What follows belongs to an exercise in optimizing a design on an open flow for small area, a short achievable clock period and few clock cycles per item; a production flow would make more cautious choices. Function not checked in this run: the RTL went through the layout flow alone.

File: design/flow/design.v
module mult_controller #(
    parameter integer WIDTH = 32
)
(
    input logic clk,
    input logic rst_n,
    input logic start,
    input logic signed [WIDTH - 1: 0] multiplicand,
    input logic signed [WIDTH - 1: 0] multiplier,
    output logic signed [2 * WIDTH - 1: 0] product,
    output logic done
);
    logic busy;                   
    logic [0:0] cnt;             
    logic [31:0] pl;              
    logic bprev;                  
    logic [31:0] ph;              
    logic [47:0] q0, q1;          
    wire [31:0] mx = multiplier;
    wire [15:0] mb = busy ? pl[15:0] : mx[15:0];
    wire [16:0] win = {mb, bprev & busy};
    wire [32:0] am = {multiplicand[31], multiplicand};   
    wire [32:0] a2 = {multiplicand, 1'b0};               
    wire [7:0] ng;
    wire [2:0] w0 = win[2:0];
    wire one0 = w0[0] ^ w0[1];
    wire two0 = (w0[2] & ~w0[1] & ~w0[0]) | (~w0[2] & w0[1] & w0[0]);
    assign ng[0] = w0[2];
    wire [32:0] x0 = ((am & {33{one0}}) | (a2 & {33{two0}})) ^ {33{ng[0]}};
    wire [2:0] w1 = win[4:2];
    wire one1 = w1[0] ^ w1[1];
    wire two1 = (w1[2] & ~w1[1] & ~w1[0]) | (~w1[2] & w1[1] & w1[0]);
    assign ng[1] = w1[2];
    wire [32:0] x1 = ((am & {33{one1}}) | (a2 & {33{two1}})) ^ {33{ng[1]}};
    wire [2:0] w2 = win[6:4];
    wire one2 = w2[0] ^ w2[1];
    wire two2 = (w2[2] & ~w2[1] & ~w2[0]) | (~w2[2] & w2[1] & w2[0]);
    assign ng[2] = w2[2];
    wire [32:0] x2 = ((am & {33{one2}}) | (a2 & {33{two2}})) ^ {33{ng[2]}};
    wire [2:0] w3 = win[8:6];
    wire one3 = w3[0] ^ w3[1];
    wire two3 = (w3[2] & ~w3[1] & ~w3[0]) | (~w3[2] & w3[1] & w3[0]);
    assign ng[3] = w3[2];
    wire [32:0] x3 = ((am & {33{one3}}) | (a2 & {33{two3}})) ^ {33{ng[3]}};
    wire [2:0] w4 = win[10:8];
    wire one4 = w4[0] ^ w4[1];
    wire two4 = (w4[2] & ~w4[1] & ~w4[0]) | (~w4[2] & w4[1] & w4[0]);
    assign ng[4] = w4[2];
    wire [32:0] x4 = ((am & {33{one4}}) | (a2 & {33{two4}})) ^ {33{ng[4]}};
    wire [2:0] w5 = win[12:10];
    wire one5 = w5[0] ^ w5[1];
    wire two5 = (w5[2] & ~w5[1] & ~w5[0]) | (~w5[2] & w5[1] & w5[0]);
    assign ng[5] = w5[2];
    wire [32:0] x5 = ((am & {33{one5}}) | (a2 & {33{two5}})) ^ {33{ng[5]}};
    wire [2:0] w6 = win[14:12];
    wire one6 = w6[0] ^ w6[1];
    wire two6 = (w6[2] & ~w6[1] & ~w6[0]) | (~w6[2] & w6[1] & w6[0]);
    assign ng[6] = w6[2];
    wire [32:0] x6 = ((am & {33{one6}}) | (a2 & {33{two6}})) ^ {33{ng[6]}};
    wire [2:0] w7 = win[16:14];
    wire one7 = w7[0] ^ w7[1];
    wire two7 = (w7[2] & ~w7[1] & ~w7[0]) | (~w7[2] & w7[1] & w7[0]);
    assign ng[7] = w7[2];
    wire [32:0] x7 = ((am & {33{one7}}) | (a2 & {33{two7}})) ^ {33{ng[7]}};
    wire s1 = x0[10] ^ x1[8];
    wire c2 = x0[10] & x1[8];
    wire s3 = x0[11] ^ x1[9];
    wire c4 = x0[11] & x1[9];
    wire s5 = x0[12] ^ x1[10] ^ x2[8];
    wire c6 = (x0[12] & x1[10]) | (x0[12] & x2[8]) | (x1[10] & x2[8]);
    wire s7 = x3[6] ^ x4[4];
    wire c8 = x3[6] & x4[4];
    wire s9 = x0[13] ^ x1[11] ^ x2[9];
    wire c10 = (x0[13] & x1[11]) | (x0[13] & x2[9]) | (x1[11] & x2[9]);
    wire s11 = x3[7] ^ x4[5];
    wire c12 = x3[7] & x4[5];
    wire s13 = x0[14] ^ x1[12] ^ x2[10];
    wire c14 = (x0[14] & x1[12]) | (x0[14] & x2[10]) | (x1[12] & x2[10]);
    wire s15 = x3[8] ^ x4[6] ^ x5[4];
    wire c16 = (x3[8] & x4[6]) | (x3[8] & x5[4]) | (x4[6] & x5[4]);
    wire s17 = x6[2] ^ x7[0];
    wire c18 = x6[2] & x7[0];
    wire s19 = x0[15] ^ x1[13] ^ x2[11];
    wire c20 = (x0[15] & x1[13]) | (x0[15] & x2[11]) | (x1[13] & x2[11]);
    wire s21 = x3[9] ^ x4[7] ^ x5[5];
    wire c22 = (x3[9] & x4[7]) | (x3[9] & x5[5]) | (x4[7] & x5[5]);
    wire s23 = x6[3] ^ x7[1];
    wire c24 = x6[3] & x7[1];
    wire s25 = x0[16] ^ x1[14] ^ x2[12];
    wire c26 = (x0[16] & x1[14]) | (x0[16] & x2[12]) | (x1[14] & x2[12]);
    wire s27 = x3[10] ^ x4[8] ^ x5[6];
    wire c28 = (x3[10] & x4[8]) | (x3[10] & x5[6]) | (x4[8] & x5[6]);
    wire s29 = x6[4] ^ x7[2];
    wire c30 = x6[4] & x7[2];
    wire s31 = x0[17] ^ x1[15] ^ x2[13];
    wire c32 = (x0[17] & x1[15]) | (x0[17] & x2[13]) | (x1[15] & x2[13]);
    wire s33 = x3[11] ^ x4[9] ^ x5[7];
    wire c34 = (x3[11] & x4[9]) | (x3[11] & x5[7]) | (x4[9] & x5[7]);
    wire s35 = x6[5] ^ x7[3];
    wire c36 = x6[5] & x7[3];
    wire s37 = x0[18] ^ x1[16] ^ x2[14];
    wire c38 = (x0[18] & x1[16]) | (x0[18] & x2[14]) | (x1[16] & x2[14]);
    wire s39 = x3[12] ^ x4[10] ^ x5[8];
    wire c40 = (x3[12] & x4[10]) | (x3[12] & x5[8]) | (x4[10] & x5[8]);
    wire s41 = x6[6] ^ x7[4];
    wire c42 = x6[6] & x7[4];
    wire s43 = x0[19] ^ x1[17] ^ x2[15];
    wire c44 = (x0[19] & x1[17]) | (x0[19] & x2[15]) | (x1[17] & x2[15]);
    wire s45 = x3[13] ^ x4[11] ^ x5[9];
    wire c46 = (x3[13] & x4[11]) | (x3[13] & x5[9]) | (x4[11] & x5[9]);
    wire s47 = x6[7] ^ x7[5];
    wire c48 = x6[7] & x7[5];
    wire s49 = x0[20] ^ x1[18] ^ x2[16];
    wire c50 = (x0[20] & x1[18]) | (x0[20] & x2[16]) | (x1[18] & x2[16]);
    wire s51 = x3[14] ^ x4[12] ^ x5[10];
    wire c52 = (x3[14] & x4[12]) | (x3[14] & x5[10]) | (x4[12] & x5[10]);
    wire s53 = x6[8] ^ x7[6];
    wire c54 = x6[8] & x7[6];
    wire s55 = x0[21] ^ x1[19] ^ x2[17];
    wire c56 = (x0[21] & x1[19]) | (x0[21] & x2[17]) | (x1[19] & x2[17]);
    wire s57 = x3[15] ^ x4[13] ^ x5[11];
    wire c58 = (x3[15] & x4[13]) | (x3[15] & x5[11]) | (x4[13] & x5[11]);
    wire s59 = x6[9] ^ x7[7];
    wire c60 = x6[9] & x7[7];
    wire s61 = x0[22] ^ x1[20] ^ x2[18];
    wire c62 = (x0[22] & x1[20]) | (x0[22] & x2[18]) | (x1[20] & x2[18]);
    wire s63 = x3[16] ^ x4[14] ^ x5[12];
    wire c64 = (x3[16] & x4[14]) | (x3[16] & x5[12]) | (x4[14] & x5[12]);
    wire s65 = x6[10] ^ x7[8];
    wire c66 = x6[10] & x7[8];
    wire s67 = x0[23] ^ x1[21] ^ x2[19];
    wire c68 = (x0[23] & x1[21]) | (x0[23] & x2[19]) | (x1[21] & x2[19]);
    wire s69 = x3[17] ^ x4[15] ^ x5[13];
    wire c70 = (x3[17] & x4[15]) | (x3[17] & x5[13]) | (x4[15] & x5[13]);
    wire s71 = x6[11] ^ x7[9];
    wire c72 = x6[11] & x7[9];
    wire s73 = x0[24] ^ x1[22] ^ x2[20];
    wire c74 = (x0[24] & x1[22]) | (x0[24] & x2[20]) | (x1[22] & x2[20]);
    wire s75 = x3[18] ^ x4[16] ^ x5[14];
    wire c76 = (x3[18] & x4[16]) | (x3[18] & x5[14]) | (x4[16] & x5[14]);
    wire s77 = x6[12] ^ x7[10];
    wire c78 = x6[12] & x7[10];
    wire s79 = x0[25] ^ x1[23] ^ x2[21];
    wire c80 = (x0[25] & x1[23]) | (x0[25] & x2[21]) | (x1[23] & x2[21]);
    wire s81 = x3[19] ^ x4[17] ^ x5[15];
    wire c82 = (x3[19] & x4[17]) | (x3[19] & x5[15]) | (x4[17] & x5[15]);
    wire s83 = x6[13] ^ x7[11];
    wire c84 = x6[13] & x7[11];
    wire s85 = x0[26] ^ x1[24] ^ x2[22];
    wire c86 = (x0[26] & x1[24]) | (x0[26] & x2[22]) | (x1[24] & x2[22]);
    wire s87 = x3[20] ^ x4[18] ^ x5[16];
    wire c88 = (x3[20] & x4[18]) | (x3[20] & x5[16]) | (x4[18] & x5[16]);
    wire s89 = x6[14] ^ x7[12];
    wire c90 = x6[14] & x7[12];
    wire s91 = x0[27] ^ x1[25] ^ x2[23];
    wire c92 = (x0[27] & x1[25]) | (x0[27] & x2[23]) | (x1[25] & x2[23]);
    wire s93 = x3[21] ^ x4[19] ^ x5[17];
    wire c94 = (x3[21] & x4[19]) | (x3[21] & x5[17]) | (x4[19] & x5[17]);
    wire s95 = x6[15] ^ x7[13];
    wire c96 = x6[15] & x7[13];
    wire s97 = x0[28] ^ x1[26] ^ x2[24];
    wire c98 = (x0[28] & x1[26]) | (x0[28] & x2[24]) | (x1[26] & x2[24]);
    wire s99 = x3[22] ^ x4[20] ^ x5[18];
    wire c100 = (x3[22] & x4[20]) | (x3[22] & x5[18]) | (x4[20] & x5[18]);
    wire s101 = x6[16] ^ x7[14];
    wire c102 = x6[16] & x7[14];
    wire s103 = x0[29] ^ x1[27] ^ x2[25];
    wire c104 = (x0[29] & x1[27]) | (x0[29] & x2[25]) | (x1[27] & x2[25]);
    wire s105 = x3[23] ^ x4[21] ^ x5[19];
    wire c106 = (x3[23] & x4[21]) | (x3[23] & x5[19]) | (x4[21] & x5[19]);
    wire s107 = x6[17] ^ x7[15];
    wire c108 = x6[17] & x7[15];
    wire s109 = x0[30] ^ x1[28] ^ x2[26];
    wire c110 = (x0[30] & x1[28]) | (x0[30] & x2[26]) | (x1[28] & x2[26]);
    wire s111 = x3[24] ^ x4[22] ^ x5[20];
    wire c112 = (x3[24] & x4[22]) | (x3[24] & x5[20]) | (x4[22] & x5[20]);
    wire s113 = x6[18] ^ x7[16];
    wire c114 = x6[18] & x7[16];
    wire s115 = x0[31] ^ x1[29] ^ x2[27];
    wire c116 = (x0[31] & x1[29]) | (x0[31] & x2[27]) | (x1[29] & x2[27]);
    wire s117 = x3[25] ^ x4[23] ^ x5[21];
    wire c118 = (x3[25] & x4[23]) | (x3[25] & x5[21]) | (x4[23] & x5[21]);
    wire s119 = x6[19] ^ x7[17] ^ 1'b1;
    wire c120 = (x6[19] & x7[17]) | (x6[19] & 1'b1) | (x7[17] & 1'b1);
    wire s121 = ~x0[32] ^ x1[30] ^ x2[28];
    wire c122 = (~x0[32] & x1[30]) | (~x0[32] & x2[28]) | (x1[30] & x2[28]);
    wire s123 = x3[26] ^ x4[24] ^ x5[22];
    wire c124 = (x3[26] & x4[24]) | (x3[26] & x5[22]) | (x4[24] & x5[22]);
    wire s125 = x6[20] ^ x7[18];
    wire c126 = x6[20] & x7[18];
    wire s127 = x1[31] ^ x2[29] ^ x3[27];
    wire c128 = (x1[31] & x2[29]) | (x1[31] & x3[27]) | (x2[29] & x3[27]);
    wire s129 = x4[25] ^ x5[23] ^ x6[21];
    wire c130 = (x4[25] & x5[23]) | (x4[25] & x6[21]) | (x5[23] & x6[21]);
    wire s131 = x7[19] ^ 1'b1;
    wire c132 = x7[19] & 1'b1;
    wire s133 = ~x1[32] ^ x2[30] ^ x3[28];
    wire c134 = (~x1[32] & x2[30]) | (~x1[32] & x3[28]) | (x2[30] & x3[28]);
    wire s135 = x4[26] ^ x5[24] ^ x6[22];
    wire c136 = (x4[26] & x5[24]) | (x4[26] & x6[22]) | (x5[24] & x6[22]);
    wire s137 = x2[31] ^ x3[29] ^ x4[27];
    wire c138 = (x2[31] & x3[29]) | (x2[31] & x4[27]) | (x3[29] & x4[27]);
    wire s139 = x5[25] ^ x6[23];
    wire c140 = x5[25] & x6[23];
    wire s141 = ~x2[32] ^ x3[30] ^ x4[28];
    wire c142 = (~x2[32] & x3[30]) | (~x2[32] & x4[28]) | (x3[30] & x4[28]);
    wire s143 = x3[31] ^ x4[29];
    wire c144 = x3[31] & x4[29];
    wire s145 = x0[6] ^ x1[4];
    wire c146 = x0[6] & x1[4];
    wire s147 = x0[7] ^ x1[5];
    wire c148 = x0[7] & x1[5];
    wire s149 = x0[8] ^ x1[6] ^ x2[4];
    wire c150 = (x0[8] & x1[6]) | (x0[8] & x2[4]) | (x1[6] & x2[4]);
    wire s151 = x3[2] ^ x4[0];
    wire c152 = x3[2] & x4[0];
    wire s153 = x0[9] ^ x1[7] ^ x2[5];
    wire c154 = (x0[9] & x1[7]) | (x0[9] & x2[5]) | (x1[7] & x2[5]);
    wire s155 = x3[3] ^ x4[1];
    wire c156 = x3[3] & x4[1];
    wire s157 = s1 ^ x2[6] ^ x3[4];
    wire c158 = (s1 & x2[6]) | (s1 & x3[4]) | (x2[6] & x3[4]);
    wire s159 = x4[2] ^ x5[0] ^ ng[5];
    wire c160 = (x4[2] & x5[0]) | (x4[2] & ng[5]) | (x5[0] & ng[5]);
    wire s161 = s3 ^ x2[7] ^ x3[5];
    wire c162 = (s3 & x2[7]) | (s3 & x3[5]) | (x2[7] & x3[5]);
    wire s163 = x4[3] ^ x5[1] ^ c2;
    wire c164 = (x4[3] & x5[1]) | (x4[3] & c2) | (x5[1] & c2);
    wire s165 = s5 ^ s7 ^ x5[2];
    wire c166 = (s5 & s7) | (s5 & x5[2]) | (s7 & x5[2]);
    wire s167 = x6[0] ^ ng[6] ^ c4;
    wire c168 = (x6[0] & ng[6]) | (x6[0] & c4) | (ng[6] & c4);
    wire s169 = s9 ^ s11 ^ x5[3];
    wire c170 = (s9 & s11) | (s9 & x5[3]) | (s11 & x5[3]);
    wire s171 = x6[1] ^ c6 ^ c8;
    wire c172 = (x6[1] & c6) | (x6[1] & c8) | (c6 & c8);
    wire s173 = s13 ^ s15 ^ s17;
    wire c174 = (s13 & s15) | (s13 & s17) | (s15 & s17);
    wire s175 = ng[7] ^ c10 ^ c12;
    wire c176 = (ng[7] & c10) | (ng[7] & c12) | (c10 & c12);
    wire s177 = s19 ^ s21 ^ s23;
    wire c178 = (s19 & s21) | (s19 & s23) | (s21 & s23);
    wire s179 = c14 ^ c16 ^ c18;
    wire c180 = (c14 & c16) | (c14 & c18) | (c16 & c18);
    wire s181 = s25 ^ s27 ^ s29;
    wire c182 = (s25 & s27) | (s25 & s29) | (s27 & s29);
    wire s183 = c20 ^ c22 ^ c24;
    wire c184 = (c20 & c22) | (c20 & c24) | (c22 & c24);
    wire s185 = s31 ^ s33 ^ s35;
    wire c186 = (s31 & s33) | (s31 & s35) | (s33 & s35);
    wire s187 = c26 ^ c28 ^ c30;
    wire c188 = (c26 & c28) | (c26 & c30) | (c28 & c30);
    wire s189 = s37 ^ s39 ^ s41;
    wire c190 = (s37 & s39) | (s37 & s41) | (s39 & s41);
    wire s191 = c32 ^ c34 ^ c36;
    wire c192 = (c32 & c34) | (c32 & c36) | (c34 & c36);
    wire s193 = s43 ^ s45 ^ s47;
    wire c194 = (s43 & s45) | (s43 & s47) | (s45 & s47);
    wire s195 = c38 ^ c40 ^ c42;
    wire c196 = (c38 & c40) | (c38 & c42) | (c40 & c42);
    wire s197 = s49 ^ s51 ^ s53;
    wire c198 = (s49 & s51) | (s49 & s53) | (s51 & s53);
    wire s199 = c44 ^ c46 ^ c48;
    wire c200 = (c44 & c46) | (c44 & c48) | (c46 & c48);
    wire s201 = s55 ^ s57 ^ s59;
    wire c202 = (s55 & s57) | (s55 & s59) | (s57 & s59);
    wire s203 = c50 ^ c52 ^ c54;
    wire c204 = (c50 & c52) | (c50 & c54) | (c52 & c54);
    wire s205 = s61 ^ s63 ^ s65;
    wire c206 = (s61 & s63) | (s61 & s65) | (s63 & s65);
    wire s207 = c56 ^ c58 ^ c60;
    wire c208 = (c56 & c58) | (c56 & c60) | (c58 & c60);
    wire s209 = s67 ^ s69 ^ s71;
    wire c210 = (s67 & s69) | (s67 & s71) | (s69 & s71);
    wire s211 = c62 ^ c64 ^ c66;
    wire c212 = (c62 & c64) | (c62 & c66) | (c64 & c66);
    wire s213 = s73 ^ s75 ^ s77;
    wire c214 = (s73 & s75) | (s73 & s77) | (s75 & s77);
    wire s215 = c68 ^ c70 ^ c72;
    wire c216 = (c68 & c70) | (c68 & c72) | (c70 & c72);
    wire s217 = s79 ^ s81 ^ s83;
    wire c218 = (s79 & s81) | (s79 & s83) | (s81 & s83);
    wire s219 = c74 ^ c76 ^ c78;
    wire c220 = (c74 & c76) | (c74 & c78) | (c76 & c78);
    wire s221 = s85 ^ s87 ^ s89;
    wire c222 = (s85 & s87) | (s85 & s89) | (s87 & s89);
    wire s223 = c80 ^ c82 ^ c84;
    wire c224 = (c80 & c82) | (c80 & c84) | (c82 & c84);
    wire s225 = s91 ^ s93 ^ s95;
    wire c226 = (s91 & s93) | (s91 & s95) | (s93 & s95);
    wire s227 = c86 ^ c88 ^ c90;
    wire c228 = (c86 & c88) | (c86 & c90) | (c88 & c90);
    wire s229 = s97 ^ s99 ^ s101;
    wire c230 = (s97 & s99) | (s97 & s101) | (s99 & s101);
    wire s231 = c92 ^ c94 ^ c96;
    wire c232 = (c92 & c94) | (c92 & c96) | (c94 & c96);
    wire s233 = s103 ^ s105 ^ s107;
    wire c234 = (s103 & s105) | (s103 & s107) | (s105 & s107);
    wire s235 = c98 ^ c100 ^ c102;
    wire c236 = (c98 & c100) | (c98 & c102) | (c100 & c102);
    wire s237 = s109 ^ s111 ^ s113;
    wire c238 = (s109 & s111) | (s109 & s113) | (s111 & s113);
    wire s239 = c104 ^ c106 ^ c108;
    wire c240 = (c104 & c106) | (c104 & c108) | (c106 & c108);
    wire s241 = s115 ^ s117 ^ s119;
    wire c242 = (s115 & s117) | (s115 & s119) | (s117 & s119);
    wire s243 = c110 ^ c112 ^ c114;
    wire c244 = (c110 & c112) | (c110 & c114) | (c112 & c114);
    wire s245 = s121 ^ s123 ^ s125;
    wire c246 = (s121 & s123) | (s121 & s125) | (s123 & s125);
    wire s247 = c116 ^ c118 ^ c120;
    wire c248 = (c116 & c118) | (c116 & c120) | (c118 & c120);
    wire s249 = s127 ^ s129 ^ s131;
    wire c250 = (s127 & s129) | (s127 & s131) | (s129 & s131);
    wire s251 = c122 ^ c124 ^ c126;
    wire c252 = (c122 & c124) | (c122 & c126) | (c124 & c126);
    wire s253 = s133 ^ s135 ^ x7[20];
    wire c254 = (s133 & s135) | (s133 & x7[20]) | (s135 & x7[20]);
    wire s255 = c128 ^ c130 ^ c132;
    wire c256 = (c128 & c130) | (c128 & c132) | (c130 & c132);
    wire s257 = s137 ^ s139 ^ x7[21];
    wire c258 = (s137 & s139) | (s137 & x7[21]) | (s139 & x7[21]);
    wire s259 = 1'b1 ^ c134 ^ c136;
    wire c260 = (1'b1 & c134) | (1'b1 & c136) | (c134 & c136);
    wire s261 = s141 ^ x5[26] ^ x6[24];
    wire c262 = (s141 & x5[26]) | (s141 & x6[24]) | (x5[26] & x6[24]);
    wire s263 = x7[22] ^ c138 ^ c140;
    wire c264 = (x7[22] & c138) | (x7[22] & c140) | (c138 & c140);
    wire s265 = s143 ^ x5[27] ^ x6[25];
    wire c266 = (s143 & x5[27]) | (s143 & x6[25]) | (x5[27] & x6[25]);
    wire s267 = x7[23] ^ 1'b1 ^ c142;
    wire c268 = (x7[23] & 1'b1) | (x7[23] & c142) | (1'b1 & c142);
    wire s269 = ~x3[32] ^ x4[30] ^ x5[28];
    wire c270 = (~x3[32] & x4[30]) | (~x3[32] & x5[28]) | (x4[30] & x5[28]);
    wire s271 = x6[26] ^ x7[24] ^ c144;
    wire c272 = (x6[26] & x7[24]) | (x6[26] & c144) | (x7[24] & c144);
    wire s273 = x4[31] ^ x5[29] ^ x6[27];
    wire c274 = (x4[31] & x5[29]) | (x4[31] & x6[27]) | (x5[29] & x6[27]);
    wire s275 = x7[25] ^ 1'b1;
    wire c276 = x7[25] & 1'b1;
    wire s277 = ~x4[32] ^ x5[30] ^ x6[28];
    wire c278 = (~x4[32] & x5[30]) | (~x4[32] & x6[28]) | (x5[30] & x6[28]);
    wire s279 = x5[31] ^ x6[29];
    wire c280 = x5[31] & x6[29];
    wire s281 = x0[4] ^ x1[2];
    wire c282 = x0[4] & x1[2];
    wire s283 = x0[5] ^ x1[3];
    wire c284 = x0[5] & x1[3];
    wire s285 = s145 ^ x2[2] ^ x3[0];
    wire c286 = (s145 & x2[2]) | (s145 & x3[0]) | (x2[2] & x3[0]);
    wire s287 = s147 ^ x2[3] ^ x3[1];
    wire c288 = (s147 & x2[3]) | (s147 & x3[1]) | (x2[3] & x3[1]);
    wire s289 = s149 ^ s151 ^ ng[4];
    wire c290 = (s149 & s151) | (s149 & ng[4]) | (s151 & ng[4]);
    wire s291 = s153 ^ s155 ^ c150;
    wire c292 = (s153 & s155) | (s153 & c150) | (s155 & c150);
    wire s293 = s157 ^ s159 ^ c154;
    wire c294 = (s157 & s159) | (s157 & c154) | (s159 & c154);
    wire s295 = s161 ^ s163 ^ c158;
    wire c296 = (s161 & s163) | (s161 & c158) | (s163 & c158);
    wire s297 = s165 ^ s167 ^ c162;
    wire c298 = (s165 & s167) | (s165 & c162) | (s167 & c162);
    wire s299 = s169 ^ s171 ^ c166;
    wire c300 = (s169 & s171) | (s169 & c166) | (s171 & c166);
    wire s301 = s173 ^ s175 ^ c170;
    wire c302 = (s173 & s175) | (s173 & c170) | (s175 & c170);
    wire s303 = s177 ^ s179 ^ c174;
    wire c304 = (s177 & s179) | (s177 & c174) | (s179 & c174);
    wire s305 = s181 ^ s183 ^ c178;
    wire c306 = (s181 & s183) | (s181 & c178) | (s183 & c178);
    wire s307 = s185 ^ s187 ^ c182;
    wire c308 = (s185 & s187) | (s185 & c182) | (s187 & c182);
    wire s309 = s189 ^ s191 ^ c186;
    wire c310 = (s189 & s191) | (s189 & c186) | (s191 & c186);
    wire s311 = s193 ^ s195 ^ c190;
    wire c312 = (s193 & s195) | (s193 & c190) | (s195 & c190);
    wire s313 = s197 ^ s199 ^ c194;
    wire c314 = (s197 & s199) | (s197 & c194) | (s199 & c194);
    wire s315 = s201 ^ s203 ^ c198;
    wire c316 = (s201 & s203) | (s201 & c198) | (s203 & c198);
    wire s317 = s205 ^ s207 ^ c202;
    wire c318 = (s205 & s207) | (s205 & c202) | (s207 & c202);
    wire s319 = s209 ^ s211 ^ c206;
    wire c320 = (s209 & s211) | (s209 & c206) | (s211 & c206);
    wire s321 = s213 ^ s215 ^ c210;
    wire c322 = (s213 & s215) | (s213 & c210) | (s215 & c210);
    wire s323 = s217 ^ s219 ^ c214;
    wire c324 = (s217 & s219) | (s217 & c214) | (s219 & c214);
    wire s325 = s221 ^ s223 ^ c218;
    wire c326 = (s221 & s223) | (s221 & c218) | (s223 & c218);
    wire s327 = s225 ^ s227 ^ c222;
    wire c328 = (s225 & s227) | (s225 & c222) | (s227 & c222);
    wire s329 = s229 ^ s231 ^ c226;
    wire c330 = (s229 & s231) | (s229 & c226) | (s231 & c226);
    wire s331 = s233 ^ s235 ^ c230;
    wire c332 = (s233 & s235) | (s233 & c230) | (s235 & c230);
    wire s333 = s237 ^ s239 ^ c234;
    wire c334 = (s237 & s239) | (s237 & c234) | (s239 & c234);
    wire s335 = s241 ^ s243 ^ c238;
    wire c336 = (s241 & s243) | (s241 & c238) | (s243 & c238);
    wire s337 = s245 ^ s247 ^ c242;
    wire c338 = (s245 & s247) | (s245 & c242) | (s247 & c242);
    wire s339 = s249 ^ s251 ^ c246;
    wire c340 = (s249 & s251) | (s249 & c246) | (s251 & c246);
    wire s341 = s253 ^ s255 ^ c250;
    wire c342 = (s253 & s255) | (s253 & c250) | (s255 & c250);
    wire s343 = s257 ^ s259 ^ c254;
    wire c344 = (s257 & s259) | (s257 & c254) | (s259 & c254);
    wire s345 = s261 ^ s263 ^ c258;
    wire c346 = (s261 & s263) | (s261 & c258) | (s263 & c258);
    wire s347 = s265 ^ s267 ^ c262;
    wire c348 = (s265 & s267) | (s265 & c262) | (s267 & c262);
    wire s349 = s269 ^ s271 ^ c266;
    wire c350 = (s269 & s271) | (s269 & c266) | (s271 & c266);
    wire s351 = s273 ^ s275 ^ c270;
    wire c352 = (s273 & s275) | (s273 & c270) | (s275 & c270);
    wire s353 = s277 ^ x7[26] ^ c274;
    wire c354 = (s277 & x7[26]) | (s277 & c274) | (x7[26] & c274);
    wire s355 = s279 ^ x7[27] ^ 1'b1;
    wire c356 = (s279 & x7[27]) | (s279 & 1'b1) | (x7[27] & 1'b1);
    wire s357 = ~x5[32] ^ x6[30] ^ x7[28];
    wire c358 = (~x5[32] & x6[30]) | (~x5[32] & x7[28]) | (x6[30] & x7[28]);
    wire s359 = x6[31] ^ x7[29];
    wire c360 = x6[31] & x7[29];
    wire s361 = x0[2] ^ x1[0];
    wire c362 = x0[2] & x1[0];
    wire s363 = x0[3] ^ x1[1];
    wire c364 = x0[3] & x1[1];
    wire s365 = s281 ^ x2[0] ^ ng[2];
    wire c366 = (s281 & x2[0]) | (s281 & ng[2]) | (x2[0] & ng[2]);
    wire s367 = s283 ^ x2[1] ^ c282;
    wire c368 = (s283 & x2[1]) | (s283 & c282) | (x2[1] & c282);
    wire s369 = s285 ^ ng[3] ^ c284;
    wire c370 = (s285 & ng[3]) | (s285 & c284) | (ng[3] & c284);
    wire s371 = s287 ^ c146 ^ c286;
    wire c372 = (s287 & c146) | (s287 & c286) | (c146 & c286);
    wire s373 = s289 ^ c148 ^ c288;
    wire c374 = (s289 & c148) | (s289 & c288) | (c148 & c288);
    wire s375 = s291 ^ c152 ^ c290;
    wire c376 = (s291 & c152) | (s291 & c290) | (c152 & c290);
    wire s377 = s293 ^ c156 ^ c292;
    wire c378 = (s293 & c156) | (s293 & c292) | (c156 & c292);
    wire s379 = s295 ^ c160 ^ c294;
    wire c380 = (s295 & c160) | (s295 & c294) | (c160 & c294);
    wire s381 = s297 ^ c164 ^ c296;
    wire c382 = (s297 & c164) | (s297 & c296) | (c164 & c296);
    wire s383 = s299 ^ c168 ^ c298;
    wire c384 = (s299 & c168) | (s299 & c298) | (c168 & c298);
    wire s385 = s301 ^ c172 ^ c300;
    wire c386 = (s301 & c172) | (s301 & c300) | (c172 & c300);
    wire s387 = s303 ^ c176 ^ c302;
    wire c388 = (s303 & c176) | (s303 & c302) | (c176 & c302);
    wire s389 = s305 ^ c180 ^ c304;
    wire c390 = (s305 & c180) | (s305 & c304) | (c180 & c304);
    wire s391 = s307 ^ c184 ^ c306;
    wire c392 = (s307 & c184) | (s307 & c306) | (c184 & c306);
    wire s393 = s309 ^ c188 ^ c308;
    wire c394 = (s309 & c188) | (s309 & c308) | (c188 & c308);
    wire s395 = s311 ^ c192 ^ c310;
    wire c396 = (s311 & c192) | (s311 & c310) | (c192 & c310);
    wire s397 = s313 ^ c196 ^ c312;
    wire c398 = (s313 & c196) | (s313 & c312) | (c196 & c312);
    wire s399 = s315 ^ c200 ^ c314;
    wire c400 = (s315 & c200) | (s315 & c314) | (c200 & c314);
    wire s401 = s317 ^ c204 ^ c316;
    wire c402 = (s317 & c204) | (s317 & c316) | (c204 & c316);
    wire s403 = s319 ^ c208 ^ c318;
    wire c404 = (s319 & c208) | (s319 & c318) | (c208 & c318);
    wire s405 = s321 ^ c212 ^ c320;
    wire c406 = (s321 & c212) | (s321 & c320) | (c212 & c320);
    wire s407 = s323 ^ c216 ^ c322;
    wire c408 = (s323 & c216) | (s323 & c322) | (c216 & c322);
    wire s409 = s325 ^ c220 ^ c324;
    wire c410 = (s325 & c220) | (s325 & c324) | (c220 & c324);
    wire s411 = s327 ^ c224 ^ c326;
    wire c412 = (s327 & c224) | (s327 & c326) | (c224 & c326);
    wire s413 = s329 ^ c228 ^ c328;
    wire c414 = (s329 & c228) | (s329 & c328) | (c228 & c328);
    wire s415 = s331 ^ c232 ^ c330;
    wire c416 = (s331 & c232) | (s331 & c330) | (c232 & c330);
    wire s417 = s333 ^ c236 ^ c332;
    wire c418 = (s333 & c236) | (s333 & c332) | (c236 & c332);
    wire s419 = s335 ^ c240 ^ c334;
    wire c420 = (s335 & c240) | (s335 & c334) | (c240 & c334);
    wire s421 = s337 ^ c244 ^ c336;
    wire c422 = (s337 & c244) | (s337 & c336) | (c244 & c336);
    wire s423 = s339 ^ c248 ^ c338;
    wire c424 = (s339 & c248) | (s339 & c338) | (c248 & c338);
    wire s425 = s341 ^ c252 ^ c340;
    wire c426 = (s341 & c252) | (s341 & c340) | (c252 & c340);
    wire s427 = s343 ^ c256 ^ c342;
    wire c428 = (s343 & c256) | (s343 & c342) | (c256 & c342);
    wire s429 = s345 ^ c260 ^ c344;
    wire c430 = (s345 & c260) | (s345 & c344) | (c260 & c344);
    wire s431 = s347 ^ c264 ^ c346;
    wire c432 = (s347 & c264) | (s347 & c346) | (c264 & c346);
    wire s433 = s349 ^ c268 ^ c348;
    wire c434 = (s349 & c268) | (s349 & c348) | (c268 & c348);
    wire s435 = s351 ^ c272 ^ c350;
    wire c436 = (s351 & c272) | (s351 & c350) | (c272 & c350);
    wire s437 = s353 ^ c276 ^ c352;
    wire c438 = (s353 & c276) | (s353 & c352) | (c276 & c352);
    wire s439 = s355 ^ c278 ^ c354;
    wire c440 = (s355 & c278) | (s355 & c354) | (c278 & c354);
    wire s441 = s357 ^ c280 ^ c356;
    wire c442 = (s357 & c280) | (s357 & c356) | (c280 & c356);
    wire s443 = s359 ^ 1'b1 ^ c358;
    wire c444 = (s359 & 1'b1) | (s359 & c358) | (1'b1 & c358);
    wire s445 = ~x6[32] ^ x7[30] ^ c360;
    wire c446 = (~x6[32] & x7[30]) | (~x6[32] & c360) | (x7[30] & c360);
    wire s447 = x7[31] ^ 1'b1;
    wire c448 = x7[31] & 1'b1;
    always_ff @(posedge clk) begin
        q0 <= {1'b1, ~x7[32], s447, s445, s443, s441, s439, s437, s435, s433, s431, s429, s427, s425, s423, s421, s419, s417, s415, s413, s411, s409, s407, s405, s403, s401, s399, s397, s395, s393, s391, s389, s387, s385, s383, s381, s379, s377, s375, s373, s371, s369, s367, s365, s363, s361, x0[1], x0[0]};
        q1 <= {1'b0, c448, c446, c444, c442, c440, c438, c436, c434, c432, c430, c428, c426, c424, c422, c420, c418, c416, c414, c412, c410, c408, c406, c404, c402, c400, c398, c396, c394, c392, c390, c388, c386, c384, c382, c380, c378, c376, c374, c372, c370, c368, c366, c364, c362, ng[1], 1'b0, ng[0]};
    end
    wire [47:0] acc = {16'd0, ~ph[31], ph[30:0]};
    wire [47:0] t0 = acc ^ q0 ^ q1;
    wire [47:0] t1 = {(acc[46:0] & q0[46:0]) | (acc[46:0] & q1[46:0]) | (q0[46:0] & q1[46:0]), 1'b0};
    wire [47:0] sum = t0 + t1;
    always_ff @(posedge clk or negedge rst_n) begin
        if (!rst_n) begin
            busy <= 1'b0;
            cnt  <= '0;
            done <= 1'b0;
        end else if (busy) begin
            cnt  <= cnt + 1'b1;
            if (cnt == 1'd1) begin
                busy <= 1'b0;
                done <= 1'b1;
            end
        end else if (start) begin
            busy <= 1'b1;
            cnt  <= '0;
            done <= 1'b0;
        end
    end
    always_ff @(posedge clk) begin
        if (busy) begin
            pl    <= {sum[15:0], pl[31:16]};
            ph    <= sum[47:16];
            bprev <= pl[15];
        end else if (start) begin
            ph    <= '0;
            pl    <= {16'd0, mx[31:16]};
            bprev <= mx[15];
        end
    end
    assign product = {ph, pl};
endmodule
File: design/flow/flow/run.sh
#!/bin/bash
# The standard layout, except that the port buffers are plain buffers
# (sky130_fd_sc_hd__buf_1, which timing repair may resize) instead of the
# delay cells buffer_ports picks by default.
set -euo pipefail
echo 'export BUFFER_PORTS_ARGS = -buffer_cell sky130_fd_sc_hd__buf_1' >> config.mk
bash standard.sh > standard.log 2>&1
File: design/flow/standard.sh
#!/bin/bash
# synth_recipe.tcl (not shown) runs the flow's synth.tcl, then flattens the netlist and writes it again
# the make line also repeats each setting of config.mk as NAME=value (left out here)
make -C /OpenROAD-flow-scripts/flow DESIGN_CONFIG=/design/flow/config.mk WORK_HOME=/design/flow/orfs CLKGATE_MAP_FILE= SYNTH_SCRIPT=/design/flow/synth_recipe.tcl "${@:-finish}"
File: design/flow/config.mk
export PLATFORM = sky130hd
export DESIGN_NAME = mult_controller
export DESIGN_NICKNAME = mult_controller
export VERILOG_FILES = /design/flow/design.v
export SDC_FILE = /design/flow/constraint.sdc
export NUM_CORES = 4
export LEC_CHECK = 0
export CAP_MARGIN = 20
export CORE_MARGIN = 2
export CORE_UTILIZATION = 40
export SETUP_SLACK_MARGIN = 1.0
export SLEW_MARGIN = 20
export BUFFER_PORTS_ARGS = -buffer_cell sky130_fd_sc_hd__buf_1
File: design/flow/constraint.sdc
create_clock -name core_clock -period 4.5 [get_ports {clk}]
set_input_delay 0.9000 -clock core_clock [delete_from_list [all_inputs] [get_ports {clk}]]
set_output_delay 0.9000 -clock core_clock [all_outputs]
set_load 0.01 [all_outputs]
==> impl_metrics.csv <==
group,metric,value,unit
status,status,"no timing/DRC/antenna violations",
floorplanning,initial_core_util,40.4,%
placement,finalWeightedCongestion,0.919,
global_routing,grt_usage,29.8,%
floorplanning,core-area,50100,µm²
global_routing,grt_pass1_wl,120,mm
synth,syn_avg_cell_area,7.99,µm²
sta,period_share,96.3,%
synth,ys_top_cells_by_area,"fa_1, edfxtp_1, dfxtp_1, nor2_1, ha_1",
route,ant_nets,0,
global_routing,grt_max_degree,64,
clock_tree,cts_buffer_depth,2,
synth,syn_area,20200,µm²
route,dr.pass1.iters,10,
layout,antenna_cells,0,
placement,port_buffers,131,
clock_tree,cts_buffers,17,
synth,synth_most_common_cell,"nor2_1",
worst_setup_path,r2r-end,"q0[12]$_DFF_P_",
sta,finalCriticalPeriod,4.33,ns
sta,whs,0.241,ns
floorplanning,dieArea,52400,µm²
worst_setup_path,r2r_setup_slack,0.17,ns
synth,yosys_warnings,1,
worst_setup_path,critPathLaunchType,"flip-flop",
worst_setup_path,cp_max_fo,6,
synth,ys_seq_elements,161,
floorplanning,row_count,82,
synth,synth_largest_area_cell,"fa_1",
worst_setup_path,r2r_cells,17,
clock_tree,cts_tree,"built",
placement,hpwl,55.6,mm
route,vias,20300,
floorplanning,die_w,229,µm
layout,area_delta_synth_final,26.7,%
worst_setup_path,worstPathRequired,4.91,ns
global_routing,grt_antenna_before_repair,0,
layout,fin_area,25600,µm²
route,wl,80.3,mm
sta,final-hold-violation-count,0,
sta,drv_slew,0,
route,initialDrtViolationCount,2835,
floorplanning,io_pins,132,
worst_setup_path,critPathMaxStageDelay,0.56,ns
floorplanning,fp.dieH,229,µm
synth,synth-main-ff-cell,"dfxtp_1",
sta,max_freq,231,MHz
worst_setup_path,critPathKind,"flip-flop to flip-flop",
route,wl_per_cell,23.9,µm
global_routing,first_global_vias,19000,
synth,ys_types,76,
route,drc_errors,0,
synth,ys_seq_area_share,19.2,%
synth,synth_top_cells_by_count,"nor2_1, nand2_1, clkbuf_1, fa_1, a21oi_1",
worst_setup_path,crit_family,"adder cells",
synth,synth_nets,2912,
worst_setup_path,crit_chain,"buf_12 > buf_12 > mux2i_4 > buf_6 > nor2_4 > buf_12 > buf_16 > nand2_4 > a21oi_2 > o21ai_2 > fa_1 > inv_1 > fa_2 > inv_2 > fa_2 > inv_2 > fa_2",
sta,setup_viol,0,
sta,skew,0.0150,ns
worst_setup_path,critPathBufInv,8,
layout,nets,3048,
clock_tree,htreeDepth,4,
run,cap_violations,0,
clock_tree,clkLatencyLatePin,0.46,ns
worst_setup_path,arrival,4.74,ns
clock_tree,root_buffer,"clkbuf_16",
synth,async_flop_share,1.86,%
synth,syn_inst,2533,
worst_setup_path,crit_path_top_delay_cell,"fa_1",
route,viasPerCell,6.05,
sta,rsz0062_at_grt,"yes",
worst_setup_path,reg2reg_from,"busy$_DFF_PN0_",
global_routing,gr-total-overflow,0,
synth,synth_top_area_share,20.8,%
worst_setup_path,end_kind,"flip-flop",
sta,worst_pin_slew,0.843,ns
min_path,worst_hold_path_type,"input pin to asynchronous set/reset pin",
clock_tree,cts.clk_slew.worst_paths,0.07,ns
sta,slew-limit-headroom,43.2,%
layout,drive_above_1_share,23.8,%
clock_tree,cts_num_sinks,161,
placement,place_area,22700,µm²
synth,synth-edff-count,65,
==> per-layer routing <==
layer / vias to the layer above / share of wire [%] / global-route usage (%)
met5: - / 0 / 0
met4: 0 / 4.9 / 12.0
met3: 218 / 9.8 / 6.08
met2: 1193 / 43 / 44.8
met1: 9876 / 42 / 41.9
li1: 9007 / - / -
==> cell type report <==
type / count / area, µm²
fill: 4686 / 24400
multi-input combinational: 1969 / 16200
sequential: 161 / 3890
timing repair buffer: 385 / 3590
tap: 672 / 841
inverter: 135 / 517
clock buffer: 19 / 443
clock inverter: 13 / 126
==> registers in the layout, indices dropped and copies added, names as in the netlist <==
signal,flops
q0,47
q1,46
ph,32
pl,32
bprev,1
busy,1
cnt,1
done,1
==> per-stage QoR <==
stage | cells | util [%] | TNS [ns] | worst slack, ns
after floorplan | 2533 | - | 0 | 0.508
after global placement | 3213 | 45.4 | -12.33 | -0.324
after detailed placement | 3213 | 45.4 | -13.15 | -0.324
after CTS | 3329 | 50.0 | 0 | 0.266
after global routing | 3354 | 51.2 | 0 | 0.100
final | 3354 | 51.2 | 0 | 0.166
==> kinds of logic after synthesis <==
| family | count (synthesis) | synth area share [%] |
|---|---|---|
| and+or+nand+nor | 832 | 16.9 |
| AOI/OAI and AO/OA | 698 | 22.9 |
| buffers and inverters | 408 | 8.06 |
| adders and majority gates | 313 | 27.1 |
| DFF | 161 | 19.2 |
| xor gates and xnor gates | 77 | 3.33 |
| muxes | 44 | 2.40 |
==> what timing repair did <==
item | CTS | global route
endpoints found under the setup margin | 85 | 97
setup buffers | 66 | 21
pin swaps | 61 | 68
gates resized for setup | 194 | 105
hold buffers | 0 | 0
gates cloned | 18 | 4
==> how the worst max path moves through the flow <==
stage / start / to / slack [ns] / cells after the start
2_1_floorplan: multiplier[11] / q0[34]$_DFF_P_ / 0.51 / 12
3_3_place_gp: multiplier[1] / q0[11]$_DFF_P_ / -0.32 / 13
3_5_place_dp: multiplier[6] / q0[34]$_DFF_P_ / -0.32 / 10
4_1_cts: busy$_DFF_PN0_ / q0[23]$_DFF_P_ / 0.27 / 14
5_1_grt: busy$_DFF_PN0_ / q0[25]$_DFF_P_ / 0.1 / 14
6_report: busy$_DFF_PN0_ / q0[12]$_DFF_P_ / 0.17 / 17
==> layout by cell type, fill, tap and decap left out, types with 18 or more instances in the layout <==
cell       count
nand2b_1      18
ha_1          94
buf_4        150
a21oi_2       27
buf_1        131
o21ai_2       19
a221oi_2      76
buf_12        58
clkbuf_16     20
a221oi_1      62
nor3_1        35
mux2_2        20
edfxtp_1      65
o21ai_1       46
inv_1        105
inv_2         28
a22oi_1       98
a21oi_1      150
fa_1         143
dfxtp_1       93
a21o_1        30
xnor2_1       58
nor2_1       369
o21ai_0      111
buf_6         26
fa_2          67
nand2_1      306

## static timing again, ports no longer ideal
How much do the figures lean on ideal ports? The routed layout below was timed once more, with nothing changed but the port constraints.
Step 1, drivers: a clkbuf_16 drives clk and a buf_2 each remaining input, both assumed.
Step 2 times the ports against the registers' clock, not the clock port: input delays grow and output delays shrink by t, the midpoint of the rising clock arrivals with the driver on.
Slacks: ideal ports / drivers / drivers and shift; pairs: ideal ports / drivers.
t, ns: 0.518
setup WS [ns]: 0.166 / 0.166 / -0.150
worst hold slack (ns): 0.241 / 0.201 / 0.497
worst register clock-pin slew, ns: 0.07 / 0.07
pins driven straight from the clock port: 1
With both steps, setup timing fails in this run, where it was met with ideal ports. For this run, drivers alone change the setup slack by 0.000 ns; drivers and shift together by -0.316 ns.
